What follows belongs to an exercise in optimizing a design on an open flow for small area, a short achievable clock period and few clock cycles; a production flow would make more cautious choices. In this exercise RTL edits were held to simulation tests only and were not proved equivalent to the original. Power and IR drop assume default switching activity.

== the baseline ==
Design calc_unit, start of the top module:
module calc_unit(
	input clk,
	input rst,
	input start,
	input [1:0] op,
	input [63:0] a,
	input [31:0] b,
	output busy,
	output done,
	output [63:0] result,
	output err
	);
Size: ~2600 cells after synthesis, about 160 flip-flops, roughly 20000 sq um of cells after synthesis.
==> flow/config.mk <==
export PLATFORM = sky130hd
export DESIGN_NAME = calc_unit
export DESIGN_NICKNAME = calc_unit
export VERILOG_FILES = /design/flow/design.v
export SDC_FILE = /design/flow/constraint.sdc
export NUM_CORES = 4
export LEC_CHECK = 0
export CAP_MARGIN = 20
export CORE_MARGIN = 2
export CORE_UTILIZATION = 60
export PLACE_DENSITY = 0.75
export SLEW_MARGIN = 20
==> flow/constraint.sdc <==
create_clock -name core_clock -period 15.0 [get_ports {clk}]
set_input_delay 3.0000 -clock core_clock [delete_from_list [all_inputs] [get_ports {clk}]]
set_output_delay 3.0000 -clock core_clock [all_outputs]
set_load 0.01 [all_outputs]
standard.sh (not shown) runs the stock make flow with config.mk's settings and CLKGATE_MAP_FILE= SYNTH_SCRIPT=/design/flow/synth_recipe.tcl, a recipe that flattens the netlist after the stock synthesis.
==> flow/flow/run.sh <==
#!/bin/bash
# The standard layout (the standard.sh: standard synthesis, then ORFS floorplan
# to finish), at the design's own clock period and constraints, with these changes
# in how it is made:
#  - the timing repair steps are asked to leave setup slack beyond what the 15 ns
#    clock needs, so that they size and buffer the critical paths: 10.5 ns up to
#    and including clock tree synthesis, 10.2 ns after global routing (where the
#    repair otherwise spends much area for little gain);
#  - every port still gets its buffer, but a buf_1 rather than the delay cell
#    buffer_ports picks by default (the repair steps may resize it).
# Each step's output goes to its own log file here; ORFS's own logs are under orfs/logs.
set -euo pipefail
PORTS="BUFFER_PORTS_ARGS=-buffer_cell sky130_fd_sc_hd__buf_1"
bash standard.sh synth > synth.log 2>&1
bash standard.sh SETUP_SLACK_MARGIN=10.5 "$PORTS" cts > layout_to_cts.log 2>&1
bash standard.sh SETUP_SLACK_MARGIN=10.2 "$PORTS" finish > layout_to_finish.log 2>&1
Testbench counts of the baseline, summed over its fixed seeds: cycles 50,842.
diff inputs: the baseline => the candidate
- CORE_UTILIZATION now 40, was 60
- PLACE_DENSITY now 0.6, was 0.75
==> flow/flow/run.sh <==
#!/bin/bash
# The standard layout (the standard.sh: standard synthesis, then ORFS floorplan
# to finish), at the design's own clock period and constraints, with two changes
# in how it is made:
#  - the timing repair steps are asked to leave 10.5 ns of setup slack, so that they
#    size and buffer the critical paths instead of stopping once 15 ns is met;
#  - every port still gets its buffer, but a buf_4 rather than the delay cell
#    buffer_ports picks by default.
set -euo pipefail
bash standard.sh synth > synth.log 2>&1
bash standard.sh SETUP_SLACK_MARGIN=10.5 "BUFFER_PORTS_ARGS=-buffer_cell sky130_fd_sc_hd__buf_4" finish > layout.log 2>&1
### Flow results
From the baseline to the candidate the numbers moved as follows: hold slack dropped 61 ps; cell area climbed 11%; average vias per placed instance dropped about 12%. Share of the cycle needed by the critical path after routing: the candidate vs the baseline down 1.5 points. Measured against the candidate, the amount of wire on met3 after detailed routing of the baseline comes out at 1.3 times the reference value. Combined buffer and inverter count along the critical path (lower): the candidate.


build 70:
calc_unit, a different RTL version from the one above (not shown whole).
Size in the first run: ~2,800 cells after synthesis, about 0.022 mm^2 of cells after synthesis.
Settings: LEC_CHECK=0, CAP_MARGIN=20, CORE_MARGIN=2, CORE_UTILIZATION=60, PLACE_DENSITY=0.75, SLEW_MARGIN=20; clock period 15.0 ns.
==> flow/flow/run.sh <==
#!/bin/bash
# The standard layout (the standard.sh: standard synthesis, then ORFS floorplan
# to finish), at the design's own clock period and constraints, with two changes
# in how it is made:
#  - the timing repair steps are asked to leave 10.5 ns of setup slack, so that they
#    size and buffer the critical paths instead of stopping once 15 ns is met;
#  - every port still gets its buffer, but a buf_1 rather than the delay cell
#    buffer_ports picks by default (the repair steps may resize it).
set -euo pipefail
bash standard.sh synth > synth.log 2>&1
bash standard.sh SETUP_SLACK_MARGIN=10.5 "BUFFER_PORTS_ARGS=-buffer_cell sky130_fd_sc_hd__buf_1" finish > layout.log 2>&1
Testbench counts of build 70, summed over its fixed seeds: cycles 50,842.
Inputs modified between build 70 and build 46:
- changing PLACE_DENSITY from 0.75 to 0.6
- changing CORE_UTILIZATION from 60 to 40
==> flow/flow/run.sh <==
#!/bin/bash
# The standard layout (the standard.sh: standard synthesis, then ORFS floorplan
# to finish), at the design's own clock period and constraints, with two changes
# in how it is made:
#  - the timing repair steps are asked to leave 10.5 ns of setup slack, so that they
#    size and buffer the critical paths instead of stopping once 15 ns is met;
#  - every port still gets its buffer, but a buf_4 rather than the delay cell
#    buffer_ports picks by default.
set -euo pipefail
bash standard.sh synth > synth.log 2>&1
bash standard.sh SETUP_SLACK_MARGIN=10.5 "BUFFER_PORTS_ARGS=-buffer_cell sky130_fd_sc_hd__buf_4" finish > layout.log 2>&1
Notes after the runs:
Build 46 vs. build 70: wire length rose about 6%; achievable frequency rose about 3.4%; post-synthesis to final-layout area growth rose 5.5 points; arrival time at the worst endpoint moved down.
| reg-to-reg setup timing slack | build 46 vs build 70 | better |
Share of total power in sequential cells (lower): build 46
When build 46 is measured against build 70, its via count turns out about 4% lower.
A capture point of the worst path of result[27] is what build 46 shows, while R[6] belongs to build 70.

## static timing again, ports no longer ideal
The results above use ideal ports. As a check the final layouts listed here were re-extracted and re-timed, cells and wires unchanged. Step 1: set_driving_cell puts a clkbuf_16 on clk and a buf_2 on each other input, an assumption about the parent block. Step 2 times the ports against the registers' clock, not the clock port: input delays grow and output delays shrink by t, the midpoint of the rising clock arrivals with the driver on. Three values: ideal, step 1, step 2; two values: the first two.
| run | t, ns | setup slack, ns | worst setup path after step 2 | clock arrival spread, ns |
|---|---|---|---|---|
| the baseline | 0.523 | 10.161 / 10.161 / 9.905 | input to register | 0.017 / 0.016 |
| the candidate | 0.551 | 10.393 / 10.393 / 10.150 | input to register | 0.015 / 0.016 |
| build 70 | 0.526 | 10.329 / 10.329 / 10.322 | input to register | 0.012 / 0.012 |
| build 46 | 0.577 | 10.483 / 10.417 / 10.520 | register to register | 0.021 / 0.021 |
After both steps setup and hold are still met in every run listed. The setup slack of the baseline, which loses most, moves by 0.000 ns with the drivers and by -0.256 ns with both steps.
